Source: an optimization exercise on an open RTL-to-GDS flow (aim: small area). Production flows keep margins and buffers that such runs may drop.
Function was checked by simulation only, so behaviour that the tests miss may differ from the original.
The clock port is modelled as an ideal driver; clocking choices that lean on that would not hold on a real chip.
Power is estimated from default activity; no workload was simulated.

## alpha
Design SingleCycle_MIPS, start of the top module:
module SingleCycle_MIPS(
    clk,
    rst_n,
    IR_addr,
    IR,
    RF_writedata,
    ReadDataMem,
    CEN,
    WEN,
    A,
    ReadData2,
    OEN
);
export LEC_CHECK = 0
export CAP_MARGIN = 20
export CORE_MARGIN = 2
export CORE_UTILIZATION = 50
export GPL_TIMING_DRIVEN = 0
export PLACE_DENSITY = 0.6
export SETUP_SLACK_MARGIN = 0.4
export SLEW_MARGIN = 20
export SYNTH_HIERARCHICAL = 1
create_clock -name core_clock -period 12.0 [get_ports {clk}]
standard.sh (not shown) runs the stock make flow with config.mk's settings and CLKGATE_MAP_FILE= SYNTH_SCRIPT=/design/flow/synth_recipe.tcl, a recipe that flattens the netlist after the stock synthesis.
==> flow/flow/run.sh <==
#!/bin/bash
# Standard ORFS layout (the standard.sh) with area-oriented knobs:
#  - port buffers use the smallest buffer,
#  - the clock tree uses small buffers, larger sink clusters and no dummy
#    loads; slow leaf buffers are upsized afterwards (flow/post_cts.tcl),
#  - cells that repair_design made larger than their loads need are downsized
#    again (flow/post_resize.tcl, flow/post_cts.tcl),
# Each ORFS step writes its full log under orfs/logs/; make's output is in flow.log.
set -euo pipefail
here=$(cd "$(dirname "$0")" && pwd)
bash standard.sh \
  BUFFER_PORTS_ARGS="-buffer_cell sky130_fd_sc_hd__buf_1" \
  CTS_ARGS="-sink_clustering_enable -repair_clock_nets -dont_use_dummy_load -sink_clustering_size 12 -sink_clustering_max_diameter 40 -buf_list sky130_fd_sc_hd__clkbuf_4" \
  POST_RESIZE_TCL="$here/post_resize.tcl" \
  POST_CTS_TCL="$here/post_cts.tcl" \
  "${FLOW_TARGET:-finish}" > flow.log 2>&1
==> flow/flow/post_cts.tcl <==
# After CTS: upsize leaf clock buffers whose flip-flop clock pins see a slow
# slew, downsize other cells that do not need their drive, then legalize the
# placement again.
source [file join [file dirname [info script]] clk_upsize.tcl]
source [file join [file dirname [info script]] downsize.tcl]
estimate_parasitics -placement
clk_upsize 0.10
downsize_all 0.75 0.4
detailed_placement
check_placement -verbose
estimate_parasitics -placement
report_design_area
==> flow/flow/post_resize.tcl <==
# After repair_design: downsize cells whose loads do not need their drive.
source [file join [file dirname [info script]] downsize.tcl]
estimate_parasitics -placement
downsize_all 0.75 0.45
report_design_area
Other scripts of this flow, unchanged in this note and not shown: flow/flow/clk_upsize.tcl, flow/flow/downsize.tcl
alpha reached the end of the flow, and the finished layout is clean on the timing, DRC and antenna checks.
The following lists how beta was set up differently from alpha:
Settings: a change of SETUP_SLACK_MARGIN from 0.4 to 0.25.
-- flow/flow/run.sh --
<<< alpha, line 12
  BUFFER_PORTS_ARGS="-buffer_cell sky130_fd_sc_hd__buf_1" \
  CTS_ARGS="-sink_clustering_enable -repair_clock_nets -dont_use_dummy_load -sink_clustering_size 12 -sink_clustering_max_diameter 40 -buf_list sky130_fd_sc_hd__clkbuf_4" \
  POST_RESIZE_TCL="$here/post_resize.tcl" \
>>> beta, line 12
  BUFFER_PORTS_ARGS="-buffer_cell sky130_fd_sc_hd__buf_1" \
  CTS_ARGS="-sink_clustering_enable -repair_clock_nets -dont_use_dummy_load -sink_clustering_size 16 -sink_clustering_max_diameter 50 -buf_list sky130_fd_sc_hd__clkbuf_4" \
  POST_RESIZE_TCL="$here/post_resize.tcl" \
-- flow/flow/post_cts.tcl --
<<< alpha, line 6
estimate_parasitics -placement
clk_upsize 0.10
downsize_all 0.75 0.4
detailed_placement
>>> beta, line 6
estimate_parasitics -placement
clk_upsize 0.11
downsize_all 0.9 0.25
detailed_placement
-- flow/flow/post_resize.tcl --
<<< alpha, line 3
estimate_parasitics -placement
downsize_all 0.75 0.45
report_design_area
>>> beta, line 3
estimate_parasitics -placement
downsize_all 0.9 0.3
report_design_area
--- outcome ---
Compared with alpha, in beta length of routed met2 wiring lost about 0.5%, setup slack -300 ps, highest attainable clock frequency fell by 2.6%, final total negative setup slack neither gained nor lost much. Of the two candidates, alpha has the better clock skew and beta the worse one. Between alpha and beta, global routing met1 resource utilization is higher for beta, alpha comes in under that. In beta relative to alpha, wire length had gone down slightly. From alpha to beta the numbers moved as follows: sequential share of cell area higher, post-layout total power moved down.

afterwards: timing with drivers on the ports:
The flow's constraints put no driver on any port. The routed layouts listed below were extracted and timed again, unchanged, in two steps. Step 1 (the two cells are an assumption about what drives the block):
set clk [get_ports {clk}]
set_driving_cell -lib_cell sky130_fd_sc_hd__clkbuf_16 $clk
set_driving_cell -lib_cell sky130_fd_sc_hd__buf_2 [delete_from_list [all_inputs] $clk]
Step 2 times the ports against the registers' clock, not the clock port: input delays grow and output delays shrink by t, the midpoint of the rising clock arrivals with the driver on. Three values: ideal, step 1, step 2; two values: the first two.
run | shift t [ns] | setup slack, ns | hold WS [ns] | worst register clock-pin slew, ns | worst slew at a driven data input, ns
alpha | 1.165 | 0.470 / 0.438 / 0.438 | 0.487 / 0.487 / 0.487 | 0.10 / 0.10 | 0.10
beta | 1.124 | 0.166 / 0.138 / 0.138 | 0.486 / 0.486 / 0.486 | 0.11 / 0.11 | 0.10
After both steps every run listed still meets setup and hold. For alpha, which loses most, drivers alone change the setup slack by -0.032 ns; drivers and shift together by -0.032 ns.
